What follows belongs to an exercise in optimizing a design on an open flow for small area, a short achievable clock period and few clock cycles per item; a production flow would make more cautious choices.
Function was checked by simulation only, so behaviour that the tests miss may differ from the original.

// conv3x3
module conv3x3(
    input wire clk,
    input wire rst,
    input wire en,
    input wire [7:0] pixel1,
    input wire [7:0] pixel2,
    input wire [7:0] pixel3,
    input wire [7:0] pixel4,
    input wire [7:0] pixel5,
    input wire [7:0] pixel6,
    input wire [7:0] pixel7,
    input wire [7:0] pixel8,
    input wire [7:0] pixel9,
    input wire [7:0] filter1,
    input wire [7:0] filter2,
    input wire [7:0] filter3,
    input wire [7:0] filter4,
    input wire [7:0] filter5,
    input wire [7:0] filter6,
    input wire [7:0] filter7,
    input wire [7:0] filter8,
    input wire [7:0] filter9,
    output wire [31:0] result,
    output wire done
);
wire [48:0] cs;
reg [48:0] cs_reg;
reg done_reg;
alu alu1(
    .pixel1(pixel1),
    .pixel2(pixel2),
    .pixel3(pixel3),
    .pixel4(pixel4),
    .pixel5(pixel5),
    .pixel6(pixel6),
    .pixel7(pixel7),
    .pixel8(pixel8),
    .pixel9(pixel9),
    .filter1(filter1),
    .filter2(filter2),
    .filter3(filter3),
    .filter4(filter4),
    .filter5(filter5),
    .filter6(filter6),
    .filter7(filter7),
  ...
Size: ~1500 cells after synthesis, ~50 flip-flops, about 180 I/O pins, roughly 16000 um^2 of cells after synthesis.
clock: 10.0 ns
lec_check: 0
cap_margin: 20
core_margin: 2
core_utilization: 40
setup_slack_margin: 4
slew_margin: 20
synth_hierarchical: 1
standard.sh (not shown) runs the stock make flow with config.mk's settings and CLKGATE_MAP_FILE= SYNTH_SCRIPT=/design/flow/synth_recipe.tcl, a recipe that flattens the netlist after the stock synthesis.
==> flow/flow/run.sh <==
#!/bin/bash
set -o pipefail
bash standard.sh "BUFFER_PORTS_ARGS=-buffer_cell sky130_fd_sc_hd__buf_2" finish > standard_flow.log 2>&1
The first run produced a clean layout.
Testbench counts at the start, summed over its fixed seeds: cycles 1,608, items 1,600.
Rerun with:
Settings changed: CORE_UTILIZATION 40 to 65, SETUP_SLACK_MARGIN 4 to not set.
The new run completed with no timing, DRC or antenna violations.
Routed wire length shrinks by about 8%.
Global-route usage climbs by 14 points.
Utilization went up by 25 points.
Setup slack is better by 0.010 ns.
Rerun with:
Settings changed: SETUP_SLACK_MARGIN set to 4.3.
Fmax rose by a few percent.
Sequential share of layout area barely changes.
Synthesized cell count is unchanged.
Cell area goes up slightly.
Utilization climbs by 0.97 points.

conv3x3 again, from the RTL that the note above started with.
Settings: LEC_CHECK=0, CAP_MARGIN=20, CORE_MARGIN=2, CORE_UTILIZATION=65, SETUP_SLACK_MARGIN=4.4, SLEW_MARGIN=20, SYNTH_HIERARCHICAL=1; clock period 10.0 ns.
Scripts as last shown in full above: flow/flow/run.sh
The first run completed with no timing, DRC or antenna violations.
Testbench counts at the start, summed over its fixed seeds: cycles 1,608, items 1,600.
Change:
- SETUP_SLACK_MARGIN: 4.4 -> 4.5
The new run ran to the end with no violations.
Final area came out higher by 3.7%.
Global-route usage rises by 0.73 points.
Synthesized area is unchanged.
Routed wire length grows by 1.3%.
Count of clock-buffer cells in the layout stays the same.
Setup slack gets better by 0.14 ns.
Change:
==> flow/run.sh (new file) <==
#!/bin/bash
# synth_recipe.tcl (not shown) runs the flow's synth.tcl, then flattens the netlist and writes it again
# the make line also repeats each setting of config.mk as NAME=value (left out here)
make -C /OpenROAD-flow-scripts/flow DESIGN_CONFIG=/design/flow/config.mk WORK_HOME=/design/flow/orfs CLKGATE_MAP_FILE= SYNTH_SCRIPT=/design/flow/synth_recipe.tcl finish
- CORE_UTILIZATION: 65 -> 40
- SETUP_SLACK_MARGIN: 4.5 -> 4
removed: flow/flow/run.sh
removed: flow/standard.sh
=> Sequential cell count is unchanged. Via count barely changes. Worst setup slack is worse by 0.48 ns. Utilization went down by 29 points. Design area went down by 3.2%. Routed wire length came out higher by 8.3%. Maximum frequency decreases by 8.0%.

Starting RTL as in the previous note.
==> flow/config.mk <==
export PLATFORM = sky130hd
export DESIGN_NAME = conv3x3
export DESIGN_NICKNAME = conv3x3
export VERILOG_FILES = /design/flow/design.v
export SDC_FILE = /design/flow/constraint.sdc
export NUM_CORES = 4
export LEC_CHECK = 0
export CAP_MARGIN = 20
export CORE_MARGIN = 2
export CORE_UTILIZATION = 65
export GPL_TIMING_DRIVEN = 1
export SLEW_MARGIN = 20
export SYNTH_HIERARCHICAL = 1
==> flow/constraint.sdc <==
create_clock -name core_clock -period 10.0 [get_ports {clk}]
set_input_delay 2.0000 -clock core_clock [delete_from_list [all_inputs] [get_ports {clk}]]
set_output_delay 2.0000 -clock core_clock [all_outputs]
set_load 0.01 [all_outputs]
==> flow/flow/run.sh <==
#!/bin/bash
set -o pipefail
bash standard.sh "BUFFER_PORTS_ARGS=-buffer_cell sky130_fd_sc_hd__buf_2" finish > standard_flow.log 2>&1
Testbench counts at the start, summed over its fixed seeds: cycles 1,608, items 1,600.
Change:
Settings changed: CORE_UTILIZATION 65 to 40, GPL_TIMING_DRIVEN 1 to unset.
The changed run passed the timing, DRC and antenna checks.
Synthesized area stays the same.
Sequential cell count stays the same.
Die area grows by well over a third.
Non-clock buffer count does not change.

conv3x3, a different RTL version from the one above (not shown whole).
For scale: ~1,500 cells after synthesis, about 0.017 mm² of cells after synthesis.
export LEC_CHECK = 0
export CAP_MARGIN = 20
export CORE_MARGIN = 2
export CORE_UTILIZATION = 65
export SETUP_SLACK_MARGIN = 4.3
export SLEW_MARGIN = 20
export SYNTH_HIERARCHICAL = 1
create_clock -name core_clock -period 10.0 [get_ports {clk}]
==> flow/flow/run.sh <==
#!/bin/bash
set -o pipefail
bash standard.sh "BUFFER_PORTS_ARGS=-buffer_cell sky130_fd_sc_hd__buf_1" finish > standard_flow.log 2>&1
Testbench counts at the start, summed over its fixed seeds: cycles 1,608, items 1,600.
Change:
==> flow/flow/run.sh (replaced) <==
#!/bin/bash
set -o pipefail
bash standard.sh "BUFFER_PORTS_ARGS=-buffer_cell sky130_fd_sc_hd__buf_2" finish > standard_flow.log 2>&1
Outcome:
- non-clock buffer count drops by 1
- flip-flop and latch count does not change
- design area barely changes
- die area is unchanged
- routed wire length drops by 0.38%
- core utilization drops by 0.14 points
Change:
--- a/flow/config.mk
+++ b/flow/config.mk
@@ -10,3 +10,3 @@
 export CORE_UTILIZATION = 65
-export SETUP_SLACK_MARGIN = 4.3
+export SETUP_SLACK_MARGIN = 4.4
 export SLEW_MARGIN = 20
Result: The new run finished clean. Routed wire length grows slightly. Die area does not change. Via count shrinks slightly. First-iteration DRC count shrinks by a few percent. Synthesized area is unchanged. Hold slack is better by 6.3 ps. Clock-buffer cell count is unchanged. Utilization grows by 2.3 points. Global-route usage grows by 0.36 points.
Change:
--- a/flow/config.mk
+++ b/flow/config.mk
@@ -10,3 +10,4 @@
 export CORE_UTILIZATION = 65
-export SETUP_SLACK_MARGIN = 4.4
+export CTS_BUF_LIST = sky130_fd_sc_hd__clkbuf_8
+export SETUP_SLACK_MARGIN = 4.3
 export SLEW_MARGIN = 20
Effect: Area after synthesis stays the same; non-clock buffer count falls by 1; via count is about the same; global-route usage falls by 0.37 points; synthesized cell count is unchanged; hold slack got worse by 48 ps; setup slack got worse by 45 ps.

## what the ideal ports hide
No port has a modelled driver above. Below, the same layouts with a new extraction and two added sets of constraints. Step 1 assumes that a clkbuf_16 drives the clock port and a buf_2 every other input. Step 2, shift: input delay + t, output delay - t, t = (earliest + latest rising clock arrival at the registers) / 2. This alone moves slack from input paths to output paths. a / b / c = ideal ports / drivers / drivers and shift; a / b = the first two.
| run | t, ns | slack for setup (ns) | hold slack, ns | worst setup path at the end | slew at the worst register clock pin (ns) |
|---|---|---|---|---|---|
| the first run of note 1 | 0.362 | 4.215 / 4.238 / 3.876 | 1.510 / 1.487 / 1.849 | input to register | 0.08 / 0.08 |
| the second run of note 1 | 0.358 | 4.225 / 4.247 / 3.889 | 1.495 / 1.463 / 1.821 | input to register | 0.09 / 0.09 |
| the third run of note 1 | 0.367 | 4.352 / 4.360 / 4.006 | 1.496 / 1.468 / 1.835 | input to register | 0.09 / 0.09 |
| the first run of note 2 | 0.356 | 4.396 / 4.417 / 4.061 | 1.496 / 1.463 / 1.820 | input to register | 0.09 / 0.09 |
| the second run of note 2 | 0.365 | 4.533 / 4.508 / 4.183 | 1.510 / 1.479 / 1.844 | input to register | 0.09 / 0.09 |
| the third run of note 2 | 0.372 | 4.057 / 4.039 / 3.667 | 1.821 / 1.794 / 2.166 | input to register | 0.08 / 0.08 |
| the first run of note 3 | 0.358 | 4.225 / 4.247 / 3.889 | 1.495 / 1.463 / 1.821 | input to register | 0.09 / 0.09 |
| the second run of note 3 | 0.362 | 4.215 / 4.238 / 3.876 | 1.510 / 1.487 / 1.849 | input to register | 0.08 / 0.08 |
| the first run of note 4 | 0.339 | 4.313 / 4.271 / 4.009 | 1.496 / 1.474 / 1.812 | input to register | 0.07 / 0.07 |
| the second run of note 4 | 0.335 | 4.335 / 4.295 / 4.042 | 1.521 / 1.500 / 1.835 | input to register | 0.08 / 0.08 |
| the third run of note 4 | 0.337 | 4.332 / 4.286 / 4.120 | 1.527 / 1.501 / 1.838 | input to register | 0.07 / 0.07 |
| the fourth run of note 4 | 0.359 | 4.287 / 4.255 / 4.015 | 1.479 / 1.466 / 1.825 | input to register | 0.11 / 0.11 |
After both steps setup and hold are still met in every run listed. For the third run of note 2, which loses most, drivers alone change the setup slack by -0.018 ns; drivers and shift together by -0.390 ns.
